Background: an optimization exercise with open tools, aiming at small area, a short achievable clock period and few clock cycles per item. Do not read the settings as production practice.
The RTL was checked by simulation tests, not by an equivalence proof against the original design.
Power is estimated from default activity; no workload was simulated.

==> flow/design.v, too long to show whole: its modules and the start of the top module <==
// module wallace_multi: 1754 lines
// module mfa: 4 lines
// module mha: 4 lines
// module mbs: 5 lines
// module ma22o: 3 lines
// module mxor: 3 lines
module wallace_multi (
    input clk,
    input rst,
    input [15:0] a,
    input [15:0] b,
    output reg [31:0] p,
    output reg done
);
  // ...
==> flow/flow/run.sh <==
#!/bin/bash
set -euo pipefail
export BUFFER_PORTS_ARGS="-buffer_cell sky130_fd_sc_hd__buf_2"
bash standard.sh finish > orfs_make.log 2>&1
==> flow/standard.sh <==
#!/bin/bash
# synth_recipe.tcl (not shown) runs the flow's synth.tcl, then flattens the netlist and writes it again
# the make line also repeats each setting of config.mk as NAME=value (left out here)
make -C /OpenROAD-flow-scripts/flow DESIGN_CONFIG=/design/flow/config.mk WORK_HOME=/design/flow/orfs CLKGATE_MAP_FILE= SYNTH_SCRIPT=/design/flow/synth_recipe.tcl "${@:-finish}"
==> flow/config.mk <==
export PLATFORM = sky130hd
export DESIGN_NAME = wallace_multi
export DESIGN_NICKNAME = wallace_multi
export VERILOG_FILES = /design/flow/design.v
export SDC_FILE = /design/flow/constraint.sdc
export NUM_CORES = 4
export LEC_CHECK = 0
export CAP_MARGIN = 20
export CORE_MARGIN = 2
export CORE_UTILIZATION = 55
export CTS_BUF_LIST = sky130_fd_sc_hd__clkbuf_8
export CTS_CLUSTER_DIAMETER = 80
export CTS_CLUSTER_SIZE = 16
export SETUP_SLACK_MARGIN = 2.0
export SLEW_MARGIN = 20
export SYNTH_HIERARCHICAL = 1
==> flow/constraint.sdc <==
create_clock -name core_clock -period 4.0 [get_ports {clk}]
set_input_delay 0.8000 -clock core_clock [delete_from_list [all_inputs] [get_ports {clk}]]
set_output_delay 0.8000 -clock core_clock [all_outputs]
set_load 0.01 [all_outputs]
==> run summary, run 1 <==
status=finished clean; met1 GRT Util=0.300; die width=156 microns; most frequent cells in the layout=dfxtp_1, xor2_1, a22o_1, fa_1, buf_2; RR Startpoint=r319; largest net degree at the start of global routing=20; Top Layer Used=met4; die footprint=24400 sq um; standard-cell rows=55; Comb pwr share=0.324; Main power group=registers; clock buf count=24; Buffers, non-clock=75; FFs & Latches=323; PwrDens=692 nW/um^2; Max Clock Skew=0.0154 ns; Seq/Total Area, Yosys=0.510; synthesized cell area=12700 sq um; Synth Area in XOR/XNOR=0.111; post-synthesis adder-cell area fraction=0.233; synth cell count leaders=dfxtp_1, xor2_1, a22o_1; Worst Path Buf+Inv=0; layer with the highest usage=met2; Slowest cell on crit path=fa_1; dominant cells by area after synthesis=dfxtp_1, fa_1, xor2_1, a22o_1, ha_1; hold_buf cts=1; Hold WS=0.321 ns; starting density of the core=0.561; Worst-Margin Slew=0.772 ns; min-delay src=a[14]; GRT Total Usage=0.210; clock buffers created by TritonCTS=24; port buffer count=66
Testbench counts, summed over its fixed seeds: cycles 16,032, items 16,000.
==> inputs of run 2 (changes only) <==
--- a/flow/config.mk
+++ b/flow/config.mk
@@ -9,3 +9,3 @@
 export CORE_MARGIN = 2
-export CORE_UTILIZATION = 55
+export CORE_UTILIZATION = 40
 export CTS_BUF_LIST = sky130_fd_sc_hd__clkbuf_8
@@ -13,3 +13,3 @@
 export CTS_CLUSTER_SIZE = 16
-export SETUP_SLACK_MARGIN = 2.0
+export SETUP_SLACK_MARGIN = 2.2
 export SLEW_MARGIN = 20
==> run summary, run 2 <==
gr ovfl total=0; Most flops, register=p; dominant cells by area after synthesis=dfxtp_1, fa_1, xor2_1, a22o_1, ha_1; Worst Path Required=4.47 ns; Sequential Power Share=0.497; post-DP HPWL=17600 microns; Reg clk slew, reported paths=0.11 ns; CP startpoint=r319; GRT Total Usage=0.160 (-0.0502); die footprint=33300 sq um (+36%); Root Driver=clkbuf_8; largest net degree at the start of global routing=20 (unchanged); setup tns final=0 ns; routed len/inst=17.6 microns; Core Area=31500 sq um; Worst setup SP type=flop; remaining antenna violation count=0; Die Ht=182 microns; clock network fraction of design power=0.155; Hold Path Class=input port to flop; Layout Area Growth over Synthesis=14.9%; min-delay src=a[13]; Yosys Warn Count=7; synthesized cell area=12700 sq um (unchanged); capturing element type of the critical path=flop; cells after synthesis=924; count leader, synth=dfxtp_1; Iter 0 DRT Violations=380; status=finished clean; crit path kind=flop to flop; Total Wirelength=25500 microns; post-synth cell types=31; drt pass-1 iters=5; # IOs=67; Comb pwr share=0.347 (+0.023); Placer Congestion=0.864; port buffer count=66 (unchanged); H-tree depth=1; Seq/Total Area, Yosys=0.510 (unchanged); sw power=3.23 mW; standard-cell rows=65 (+18%); final cycle utilization of the critical path=0.488; top flop regs=p: 32 flops, v: 4 flops; Leakage=6.28 nW; EDFF count, synth=0; # DRC=0; Worst Hold Depth=1; cell taking the most area after synthesis=dfxtp_1; fin nets=1242; R2R cell count=4; clock buffers created by TritonCTS=24 (unchanged); Fmax=0.512 GHz; starting density of the core=0.405 (-0.156); die width=182 microns (+17%); Max VDD drop=388 uV; max_cap viols=0; top_reg_cell synth=dfxtp_1; CTS max path bufs=3; min Tclk post-route=1.95 ns; max reg flops=32; RR Startpoint=r319; latest clock arrival within the worst-skew pair=0.58 ns; unrepaired setup endpoints after global routing=true; CTS tree=built; most frequent cells in the layout=dfxtp_1, xor2_1, a22o_1, fa_1, buf_2; synth cell count leaders=dfxtp_1, xor2_1, a22o_1; first-pass GRT wire length=41800 microns; # clock sinks=323; PwrDens=688 nW/um^2 (-0.51%); Sw Ratio=0.321; register bit total from synthesis=323; vias in the first global route=7529; share of cells above drive strength 1=0.235; final number of setup-violating endpoints=0; ANT cells=0; end-of-flow core utilization=0.465; Max Clock Skew=0.0429 ns (+0.0275 ns); cell internal pwr=6.84 mW; Post-Syn Area per Cell=13.8 sq um; Fin. Hold Viols=0; syn nets=1124; drt via density=4.87; initial antenna violation count=1; area fraction of the dominant cell type after synthesis=0.500; share of flip-flops with an asynchronous set or reset=0.0155; max-slew violations=0; Critical Path AT=2.42 ns; Vias=7057; crit-path max FO=1; commonest non-fill, non-tap cell in the layout=dfxtp_1
run 2: repair_timing:
| item | CTS | global route |
|---|---|---|
| endpoints found under the setup margin | 129 | 75 |
| buffers inserted | 15 | 14 |
| hold buffers | 1 | 0 |
| pin swaps | 8 | 14 |
| hold endpoints to repair | 2 | 0 |
| resized for setup | 78 | 51 |
run 2: worst paths after layout:
kind	to	slack (ns)
worst min-delay path	r45	0.31
worst max-delay path	r691	2.05
worst max register to register	r691	2.05
max in group asynchronous	v[2]	3.30
worst min register to register	p[0]	0.32
min in group asynchronous	v[1]	0.57
run 2: power groups by stage:
stage | clock (mW) | combinational, mW | sequential (mW)
global route | 1.78 | 4.11 | 5.14
floorplan | 0 | 2.09 | 5.02
finish | 1.56 | 3.50 | 5.01
global placement | 0 | 3.14 | 5.07
CTS | 1.65 | 3.35 | 5.02
detailed placement | 0 | 3.18 | 5.10
run 2: Yosys stat by module, one instance, submodules excluded, a selection:
module | cells | copies in the design | cell area (sq um) | flip-flops and latches
mfa | 1 | 116 | 20.0 | 0
wallace_multi | 558 | 1 | 8190 | 323
mxor | 1 | 120 | 8.76 | 0
mha | 1 | 10 | 12.5 | 0
ma22o | 1 | 120 | 8.76 | 0
run 2: cells by family (layout without fill, tap and decap cells):
family	Yosys count	count (layout)	share of synthesized area
other cells	1	1	0.000294
fa+ha+maj	166	166	0.233
flops	323	323	0.510
xor+xnor	161	161	0.111
buf+inv	30	153	0.00914
compound gates	158	158	0.103
simple gates	85	85	0.0347
run 2: routing by layer:
metal | wire (microns) | global-route usage | vias up
li1 | - | - | 3337
met1 | 11700 | 0.218 | 3529
met5 | 0 | 0 | -
met2 | 12000 | 0.265 | 152
met3 | 1170 | 0.0247 | 39
met4 | 645 | 0.0474 | 0
run 2: cell type report:
| type | count | area (sq um) |
|---|---|---|
| repair buffers | 96 | 672 |
| fillers | 2813 | 16800 |
| clock inverters | 5 | 27.5 |
| inverters | 26 | 97.6 |
| flip-flops and latches | 323 | 6640 |
| clock buffers | 26 | 358 |
| well taps | 402 | 503 |
| multi-input cells | 571 | 6340 |
run 2: worst max-delay path, stage by stage (launching register included):
cell and delay, ns:
dfxtp_2 0.33, fa_1 0.56, fa_1 0.42, ha_1 0.29, ha_2 0.26
run 2: stage by stage:
stage               std cells  hold slack, ns  total power [mW]  area, sq um  setup slack, ns
floorplan                 924           0.310              7.11        12800             2.09
global placement         1388           0.310              8.20        13600             1.97
detailed placement       1388           0.312              8.28        13600             1.94
CTS                      1435           0.267              10.0        14300             2.04
global route             1449           0.273              11.0        14600             2.00
finish                   1449           0.306              10.1        14600             2.05
==> inputs of run 3 (changes only) <==
--- a/flow/config.mk
+++ b/flow/config.mk
@@ -13,3 +13,3 @@
 export CTS_CLUSTER_SIZE = 16
-export SETUP_SLACK_MARGIN = 2.2
+export SETUP_SLACK_MARGIN = 2.0
 export SLEW_MARGIN = 20
==> run summary, run 3 <==
die width=182 microns (unchanged); final number of setup-violating endpoints=0 (unchanged); H-tree depth=1 (unchanged); # DRC=0 (unchanged); capturing element type of the critical path=flop; synthesized cell area=12700 sq um (unchanged); top_reg_cell synth=dfxtp_1; status=finished clean; Hold Path Class=input port to flop; end-of-flow core utilization=0.446 (-0.0188); Design Area, Final=14000 sq um (-4.0%); routed len/inst=17.3 microns (-2.0%); GRT Total Usage=0.156 (-0.00419); Root Driver=clkbuf_8; Fin. Hold Viols=0 (unchanged); Layout Area Growth over Synthesis=10.3%; initial antenna violation count=0 (-1); R2R cell count=4 (unchanged); max-slew violations=0 (unchanged); Vias=6979 (-1.1%); latest clock arrival within the worst-skew pair=0.57 ns (about the same); largest net degree at the start of global routing=20 (unchanged); R2R Setup Slk=2.03 ns (-0.02 ns); setup tns final=0 ns (unchanged); Die Ht=182 microns (unchanged); cells after synthesis=924 (unchanged); starting density of the core=0.405 (unchanged); Iter 0 DRT Violations=386 (+1.6%); Critical Path AT=2.43 ns (about the same); post-DP HPWL=17400 microns (-1.0%); port buffer count=66 (unchanged); first-pass GRT wire length=41000 microns (-1.9%); max incr delay on CP=0.56 ns (about the same); share of flip-flops with an asynchronous set or reset=0.0155 (unchanged); count leader, synth=dfxtp_1; Placed Area=13600 sq um (-0.31%); # IOs=67 (unchanged); reg-to-reg endpoint=r691; register bit total from synthesis=323 (unchanged); Worst Path Buf+Inv=0 (unchanged); Most flops, register=p; area occupied by registers=6540 sq um (-1.5%); CTS max path bufs=3 (unchanged); gr ovfl total=0 (unchanged); Leakage=6.12 nW (-2.5%); Core Area=31500 sq um (unchanged); Yosys Warn Count=7 (unchanged); overall power=9.65 mW (-4.2%); synth cell count leaders=dfxtp_1, xor2_1, a22o_1; ANT cells=0 (unchanged); Fmax=0.507 GHz (-0.89%); Slowest cell on crit path=fa_1; max_cap viols=0 (unchanged); Reg clk slew, reported paths=0.11 ns (about the same); Placer Congestion=0.846 (-2.0%); CP cell instances=fa_1 -> fa_1 -> ha_1 -> ha_1; commonest non-fill, non-tap cell in the layout=dfxtp_1; area fraction of the dominant cell type after synthesis=0.500 (unchanged); share of cells above drive strength 1=0.122 (-0.113); final cycle utilization of the critical path=0.493 (+0.00437); Seq/Total Area, Yosys=0.510 (unchanged); remaining antenna violation count=0 (unchanged); unrepaired setup endpoints after global routing=true; EDFF count, synth=0 (unchanged); PwrDens=687 nW/um^2 (-0.19%); drt via density=4.90 (+0.63%); Worst setup SP type=flop; crit path kind=flop to flop; die footprint=33300 sq um (unchanged); fin nets=1218 (-1.9%); dominant cells by area after synthesis=dfxtp_1, fa_1, xor2_1, a22o_1, ha_1; Max VDD drop=315 uV (-19%); Slew HR=0.498; Worst-Margin Slew=0.752 ns; delay-heaviest family, CP=adder cells; min Tclk post-route=1.97 ns (+0.0175 ns); Worst Path Required=4.45 ns (-0.02 ns); # fillers=2830 (+0.60%); min-delay src=a[13]; Total Wirelength=24600 microns (-3.6%); cell taking the most area after synthesis=dfxtp_1; RR Startpoint=r319; Max Clock Skew=0.0222 ns (-0.0207 ns); vias in the first global route=7501 (-0.37%); CTS tree=built; drt pass-1 iters=4 (-1); # clock sinks=323 (unchanged); Worst Hold Depth=1 (unchanged); most frequent cells in the layout=dfxtp_1, xor2_1, a22o_1, fa_1, buf_2; Post-Syn Area per Cell=13.8 sq um (unchanged); crit-path max FO=1 (unchanged); clock buffers created by TritonCTS=24 (unchanged); Hold Path End=r45; top flop regs=p: 32 flops, v: 4 flops; standard-cell rows=65 (unchanged); post-synth cell types=31 (unchanged); max reg flops=32 (unchanged); syn nets=1124 (unchanged); area taken by multi-input logic gates=6130 sq um (-3.3%)
==> run 3: changes by cell type in the layout (fill, tap and decap cells not counted), sizes merged <==
cell,before,now
buf,95,71
clkinv,1,2
inv,29,27
==> run 3: worst max-delay path by stage <==
stage	endpoint	start	cells past startpoint	slack, ns
after floorplan	r467	r180	6	1.96
after global placement	r907	r18	5	1.89
after detailed placement	r907	r18	5	1.87
after CTS	r907	r23	6	1.94
after global routing	r691	r315	4	1.97
final	r691	r319	4	2.03
==> run 3: per-layer routing <==
metal  routed length, microns  up-vias  GRT usage  share of wire
met4                      578        0     0.0477          0.023
met1                    11500     3458      0.219           0.47
met2                    11300      182      0.250           0.46
met5                        0        -          0              0
met3                     1230       48     0.0247          0.050
li1                         -     3291          -              -
==> run 3: per-module statistics from Yosys (local to each module, per instance), a selection <==
| module | area [sq um] | flip-flops and latches | cells | times used |
|---|---|---|---|---|
| wallace_multi | 8190 | 323 | 558 | 1 |
| mfa | 20.0 | 0 | 1 | 116 |
| mxor | 8.76 | 0 | 1 | 120 |
| ma22o | 8.76 | 0 | 1 | 120 |
| mha | 12.5 | 0 | 1 | 10 |
==> run 3: repair_timing <==
item                       in CTS  in global routing
gates resized for setup        12                 13
setup buffers                   1                  0
hold buffers                    1                  0
hold endpoints to repair        5                  0
setup endpoints to repair      16                 20
pin swaps                       0                  1
==> run 3: power by group <==
part	total [mW]	switching [mW]	internal [mW]
Combinational	3.10	1.57	1.53
Clock	1.57	0.981	0.589
Sequential	4.98	0.550	4.43
Total	9.65	3.10	6.55
==> run 3: cell families (layout without fill, tap and decap cells) <==
kind of cell               after synthesis  count (layout)  share of synthesized area
AOI/OAI and AO/OA                      158             158                      0.103
xor gates and xnor gates               161             161                      0.111
adders and majority gates              166             166                      0.233
buffers and inverters                   30             128                    0.00914
DFF                                    323             323                      0.510
other                                    1               1                   0.000294
and+or+nand+nor                         85              85                     0.0347
==> run 3: area by class of cell <==
type,count,share of cell area
well taps,402,0.0358
flip-flops and latches,323,0.466
multi-input cells,571,0.436
repair buffers,72,0.0283
clock inverters,4,0.00151
inverters,26,0.00695
clock buffers,26,0.0255
==> run 3: per-stage QoR <==
step,worst slack [ns],hold slack [ns],std cells
2_1_floorplan,1.96,0.310,924
3_3_place_gp,1.89,0.311,1392
3_5_place_dp,1.87,0.312,1392
4_1_cts,1.94,0.282,1424
5_1_grt,1.97,0.276,1424
6_report,2.03,0.325,1424
==> inputs of run 4 (changes only) <==
==> flow/flow/run.sh (replaced) <==
#!/bin/bash
set -euo pipefail
export BUFFER_PORTS_ARGS="-buffer_cell sky130_fd_sc_hd__buf_1"
bash standard.sh finish > orfs_make.log 2>&1
==> run summary, run 4 <==
status=finished clean; clock buffers created by TritonCTS=24 (unchanged); # fillers=2833 (+0.11%); initial antenna violation count=0 (unchanged); count leader, synth=dfxtp_1; Die Ht=182 microns (unchanged); die footprint=33300 sq um (unchanged); most frequent cells in the layout=dfxtp_1, xor2_1, a22o_1, fa_1, buf_1; hold_buf cts=0 (-1); largest net degree at the start of global routing=20 (unchanged); share of flip-flops with an asynchronous set or reset=0.0155 (unchanged); Leakage=5.93 nW (-3.1%); Hold Path Class=input port to asynchronous set/reset pin; share of cells above drive strength 1=0.0597 (-0.0626); drt via density=4.90 (about the same); Slew HR=0.482 (-0.0160); Max Clock Skew=0.0168 ns (-0.00545 ns); H-tree depth=1 (unchanged); PwrDens=694 nW/um^2 (+1.1%); area fraction of the dominant cell type after synthesis=0.500 (unchanged); Layout Area Growth over Synthesis=9.71%; setup tns final=0 ns (unchanged); max-slew violations=0 (unchanged); top_reg_cell synth=dfxtp_1; crit path kind=flop to flop; Critical Path AT=2.43 ns (about the same); Reg clk slew, reported paths=0.10 ns (about the same); commonest non-fill, non-tap cell in the layout=dfxtp_1; synth cell count leaders=dfxtp_1, xor2_1, a22o_1; # clock sinks=323 (unchanged); final cycle utilization of the critical path=0.493 (about the same); RR Startpoint=r319; GRT Total Usage=0.155 (-0.000773); Root Driver=clkbuf_8; post-DP HPWL=17500 microns (+0.16%); gr ovfl total=0 (unchanged); routed len/inst=17.5 microns (+1.1%); # DRC=0 (unchanged); crit-path max FO=1 (unchanged); dominant cells by area after synthesis=dfxtp_1, fa_1, xor2_1, a22o_1, ha_1; min Tclk post-route=1.97 ns (+0.00100 ns); standard-cell rows=65 (unchanged); CTS max path bufs=3 (unchanged); vias in the first global route=7474 (-0.36%); starting density of the core=0.405 (unchanged); CP startpoint=r319; max reg flops=32 (unchanged); Max VDD drop=373 uV (+18%); latest clock arrival within the worst-skew pair=0.57 ns (about the same); cell taking the most area after synthesis=dfxtp_1; Vias=6976 (-0.043%); # IOs=67 (unchanged); drt pass-1 iters=6 (+2); overall power=9.70 mW (+0.52%); unrepaired setup endpoints after global routing=false; fin nets=1217 (-0.082%); Post-Syn Area per Cell=13.8 sq um (unchanged); Fin. Hold Viols=0 (unchanged); cells after synthesis=924 (unchanged); CTS tree=built; Worst Path Required=4.46 ns (about the same); remaining antenna violation count=0 (unchanged); EDFF count, synth=0 (unchanged); Fmax=0.507 GHz (about the same); Worst setup SP type=flop; Most flops, register=p; ANT cells=0 (unchanged); capturing element type of the critical path=flop; synthesized cell area=12700 sq um (unchanged); Total Wirelength=24900 microns (+0.99%); first-pass GRT wire length=40600 microns (-0.79%); die width=182 microns (unchanged); post-synth cell types=31 (unchanged); Iter 0 DRT Violations=290 (-25%); final number of setup-violating endpoints=0 (unchanged); port buffer count=66 (unchanged); register bit total from synthesis=323 (unchanged); Yosys Warn Count=7 (unchanged); top flop regs=p: 32 flops, v: 4 flops; Seq/Total Area, Yosys=0.510 (unchanged); Placer Congestion=0.834 (-1.4%); max_cap viols=0 (unchanged); syn nets=1124 (unchanged); Worst-Margin Slew=0.776 ns (+0.0240 ns); Core Area=31500 sq um (unchanged)
==> run 4: cell types whose count changed in the layout (fill, tap and decap cells not counted), sizes merged <==
cell         previous run  this run
clkinv                  2         1
clkinvlp                1         2
dlygate4sd3             1         0
clkbuf                 26        25
inv                    27        28
==> run 4: per-module statistics from Yosys (local to each module, per instance), a selection <==
module / cell area, sq um / times used
ma22o: 8.76 / 120
mxor: 8.76 / 120
mha: 12.5 / 10
mfa: 20.0 / 116
wallace_multi: 8190 / 1
==> run 4: worst paths after layout <==
| path | to | slack [ns] | depth (start not counted) |
|---|---|---|---|
| min | v[2] | 0.07 | 1 |
| max in group asynchronous | done | 3.73 | 1 |
| min reg2reg | r844 | 0.33 | 0 |
| max reg2reg | r691 | 2.03 | 4 |
| min in group core_clock | r43 | 0.31 | 1 |
| max | r691 | 2.03 | 4 |
==> run 4: timing repair <==
action                     in CTS  in global routing
gates resized for setup        15                 13
setup endpoints to repair      15                 12
pin swaps                       1                  3
buffers inserted                1                  0
==> run 4: layout make-up <==
type	instances	area (sq um)	share of cell area
flip-flops and latches	323	6540	0.468
multi-input cells	571	6150	0.440
well taps	402	503	0.0360
clock buffers	25	344	0.0246
repair buffers	71	305	0.0219
inverters	26	97.6	0.00699
clock inverters	5	27.5	0.00197
==> run 4: cell families (layout without fill, tap and decap cells) <==
family,count (synthesis),in the layout,synth area share
and+or+nand+nor,85,85,0.0347
AOI/OAI and AO/OA,158,158,0.103
xor gates and xnor gates,161,161,0.111
other,1,1,0.000294
adders and majority gates,166,166,0.233
DFF,323,323,0.510
buffers and inverters,30,127,0.00914
==> run 4: where the power goes <==
group          leakage [nW]  internal [mW]  switching [mW]
clock network         0.195          0.569           0.964
registers              2.74           4.43           0.560
logic                  3.00           1.55            1.62
==> run 4: stage by stage <==
step                      utilization  hold slack [ns]  instances  worst slack, ns  cell area, sq um
after floorplan                     -            0.310        924             1.96             12800
after global placement          0.429            0.310       1392             1.87             13500
after global routing            0.444           0.0572       1423             2.00             14000
final                           0.444           0.0693       1423             2.03             14000
after detailed placement        0.429            0.312       1392             1.84             13500
after CTS                       0.443           0.0399       1423             1.98             13900
==> run 4: worst max-delay path, cell delays in order (launching register included) <==
cell	delay, ns
dfxtp_2	0.34
fa_1	0.57
fa_1	0.46
ha_4	0.30
ha_4	0.19
==> run 4: metal layers <==
layer | track usage | wire length, microns | up-vias | share of wire
li1 | - | - | 3290 | -
met1 | 0.216 | 11600 | 3472 | 0.47
met2 | 0.256 | 11600 | 172 | 0.47
met3 | 0.0218 | 1200 | 42 | 0.048
met4 | 0.0400 | 466 | 0 | 0.019
met5 | 0 | 0 | - | 0

-- afterwards: timing with drivers on the ports --
The flow's constraints put no driver on any port. The routed layouts listed below were extracted and timed again, unchanged, in two steps. Step 1 sets driving cells, clkbuf_16 on the clock port and buf_2 on the other inputs (assumed; they add their load-dependent delay and slew). Step 2, shift: input delay + t, output delay - t, t = (earliest + latest rising clock arrival at the registers) / 2. This alone moves slack from input paths to output paths. Three values: no drivers, after step 1, after step 2; two values: the first two.
| run | shift t [ns] | setup WS [ns] | hold slack, ns | slew at the worst register clock pin (ns) | worst slew at a driven data input, ns |
|---|---|---|---|---|---|
| run 1 | 0.609 | 2.043 / 2.043 / 2.043 | 0.321 / 0.297 / 0.329 | 0.11 / 0.11 | 0.04 |
| run 2 | 0.609 | 2.046 / 2.046 / 2.046 | 0.306 / 0.279 / 0.321 | 0.11 / 0.11 | 0.05 |
| run 3 | 0.605 | 2.029 / 2.029 / 2.029 | 0.325 / 0.299 / 0.325 | 0.11 / 0.11 | 0.04 |
| run 4 | 0.607 | 2.028 / 2.028 / 2.028 | 0.069 / 0.043 / 0.333 | 0.11 / 0.11 | 0.04 |
After both steps setup and hold are still met in every run listed.
